Context: an optimization exercise on an open-source flow, tuned for small area, a short achievable clock period and few clock cycles. The choices shown serve that exercise and are no tape-out recipe.
In this exercise RTL edits were held to simulation tests only and were not proved equivalent to the original.

==> flow/design.v (excerpt) <==
module ysyx_22051086_ALU (
    input         ex_valid,
    input         clk,
    input         rst,
    input  [4:0]  aluop,
    input  [63:0] alu_src1,
    input  [63:0] alu_src2,
    output [63:0] alu_res,
    output        alu_busy
);
reg st_idle, st_exec, st_mul, st_nega, st_negb, st_lz, st_align, st_div, st_corr, st_fix;
reg        done;
reg [63:0] res;      
reg [63:0] opa;      
reg        rsign;    
reg [63:0] opb;      
reg [5:0]  cnt;
reg [5:0]  rot;      
reg [2:0]  bd0, bd1;     
reg f_sum, f_sub, f_and, f_or, f_xor, f_sh, f_sll, f_sra, f_slt, f_sltu;
reg neg_q, neg_r, is_rem, neg_b;
reg bz;          
wire [63:0] a = alu_src1;
wire [63:0] b = alu_src2;
wire i_mul  = aluop == 5'b01101 || aluop == 5'b01000;
wire i_mulw = aluop == 5'b01000;
wire i_dw   = aluop == 5'b10011 || aluop == 5'b10100 || aluop == 5'b01001 || aluop == 5'b01010;
wire i_div  = i_dw || aluop == 5'b10010 || aluop == 5'b10101 || aluop == 5'b10110;
wire i_sgn  = aluop == 5'b10110 || aluop == 5'b01001 || aluop == 5'b01010;
wire i_rem  = aluop == 5'b10101 || aluop == 5'b10100 || aluop == 5'b01010;
wire i_srw  = aluop == 5'b01111 || aluop == 5'b10000;
wire i_sll  = aluop == 5'b00101 || aluop == 5'b01110;
wire i_sh   = i_sll || i_srw || aluop == 5'b00110 || aluop == 5'b00111;
wire [63:0] a_ext = {{32{~aluop[4] & a[31]}}, a[31:0]};
wire [63:0] b_ext = {{32{~aluop[4] & b[31]}}, b[31:0]};
wire [63:0] a_w = {{32{a[31]}}, a[31:0]};
wire [63:0] b_w = {{32{b[31]}}, b[31:0]};
wire        sa = i_sgn & (i_dw ? a[31] : a[63]);
wire        sb = i_sgn & (i_dw ? b[31] : b[63]);
wire [63:0] ma = i_mulw ? a_w : a;
wire [63:0] mb = i_mulw ? b_w : b;
wire [15:0] ea, eb;
wire [15:0] ga, gb;
genvar gi;
generate
for (gi = 0; gi < 15; gi = gi + 1) begin : g_run
    assign ea[gi] = (&ma[4*gi+4:4*gi]) | ~(|ma[4*gi+4:4*gi]);
    assign eb[gi] = (&mb[4*gi+4:4*gi]) | ~(|mb[4*gi+4:4*gi]);
    assign ga[gi] = &ea[15:gi];
    assign gb[gi] = &eb[15:gi];
end
endgenerate
assign ea[15] = 1'b1;
assign eb[15] = 1'b1;
assign ga[15] = 1'b1;
assign gb[15] = 1'b1;
wire swap = |(ga & ~gb);
wire [3:0] mpl_lo = swap ? a[3:0] : b[3:0];
wire [2:0] bd0_in, bd1_in;
ysyx_22051086_BOOTH_DEC u_bdi0(.bits({mpl_lo[1:0], 1'b0}), .dec(bd0_in));
ysyx_22051086_BOOTH_DEC u_bdi1(.bits(mpl_lo[3:1]), .dec(bd1_in));
wire [63:0] pp0, pp1;
  ...
==> flow/config.mk <==
export PLATFORM = sky130hd
export DESIGN_NAME = ysyx_22051086_ALU
export DESIGN_NICKNAME = ysyx_22051086_ALU
export VERILOG_FILES = /design/flow/design.v
export SDC_FILE = /design/flow/constraint.sdc
export NUM_CORES = 4
export LEC_CHECK = 0
export CAP_MARGIN = 35
export CORE_MARGIN = 2
export CORE_UTILIZATION = 30
export PLACE_DENSITY = 0.75
export SETUP_SLACK_MARGIN = 5
export SLEW_MARGIN = 35
export TNS_END_PERCENT = 5
==> flow/constraint.sdc <==
create_clock -name core_clock -period 10.0 [get_ports {clk}]
set_input_delay 2.0000 -clock core_clock [delete_from_list [all_inputs] [get_ports {clk}]]
set_output_delay 2.0000 -clock core_clock [all_outputs]
set_load 0.01 [all_outputs]
run.sh (not shown) runs the stock make flow with config.mk's settings and CLKGATE_MAP_FILE= SYNTH_SCRIPT=/design/flow/synth_recipe.tcl, a recipe that flattens the netlist after the stock synthesis.
Testbench counts at the start, summed over its fixed seeds: cycles 110,120.
==> next run, changes <==
PLACE_DENSITY = unset   (was 0.75)
TNS_END_PERCENT = unset   (was 5)
Effect: Fmax is higher by 2.6%; final cell count is higher by 0.99%; design area is higher by 3.1%; clock skew is higher by 9.0 ps; setup slack gains 140 ps; worst hold slack loses 12 ps.

-- port drivers added, routing unchanged --
The flow's constraints put no driver on any port. The routed layouts listed below were extracted and timed again, unchanged, in two steps.
Step 1 (the two cells are an assumption about what drives the block):
set clk [get_ports {clk}]
set_driving_cell -lib_cell sky130_fd_sc_hd__clkbuf_16 $clk
set_driving_cell -lib_cell sky130_fd_sc_hd__buf_2 [delete_from_list [all_inputs] $clk]
Step 2, shift: input delay + t, output delay - t, t = (earliest + latest rising clock arrival at the registers) / 2. This alone moves slack from input paths to output paths.
a / b / c = no drivers / after step 1 / after step 2; a / b = the first two.
run	t (ns)	setup WS [ns]	slew at the worst register clock pin (ns)
the first run	0.682	4.542 / 4.542 / 4.065	0.07 / 0.07
the second run	0.661	4.682 / 4.682 / 4.365	0.07 / 0.07
After both steps every run listed still meets setup and hold. The setup slack of the first run, which loses most, moves by 0.000 ns with the drivers and by -0.477 ns with both steps.
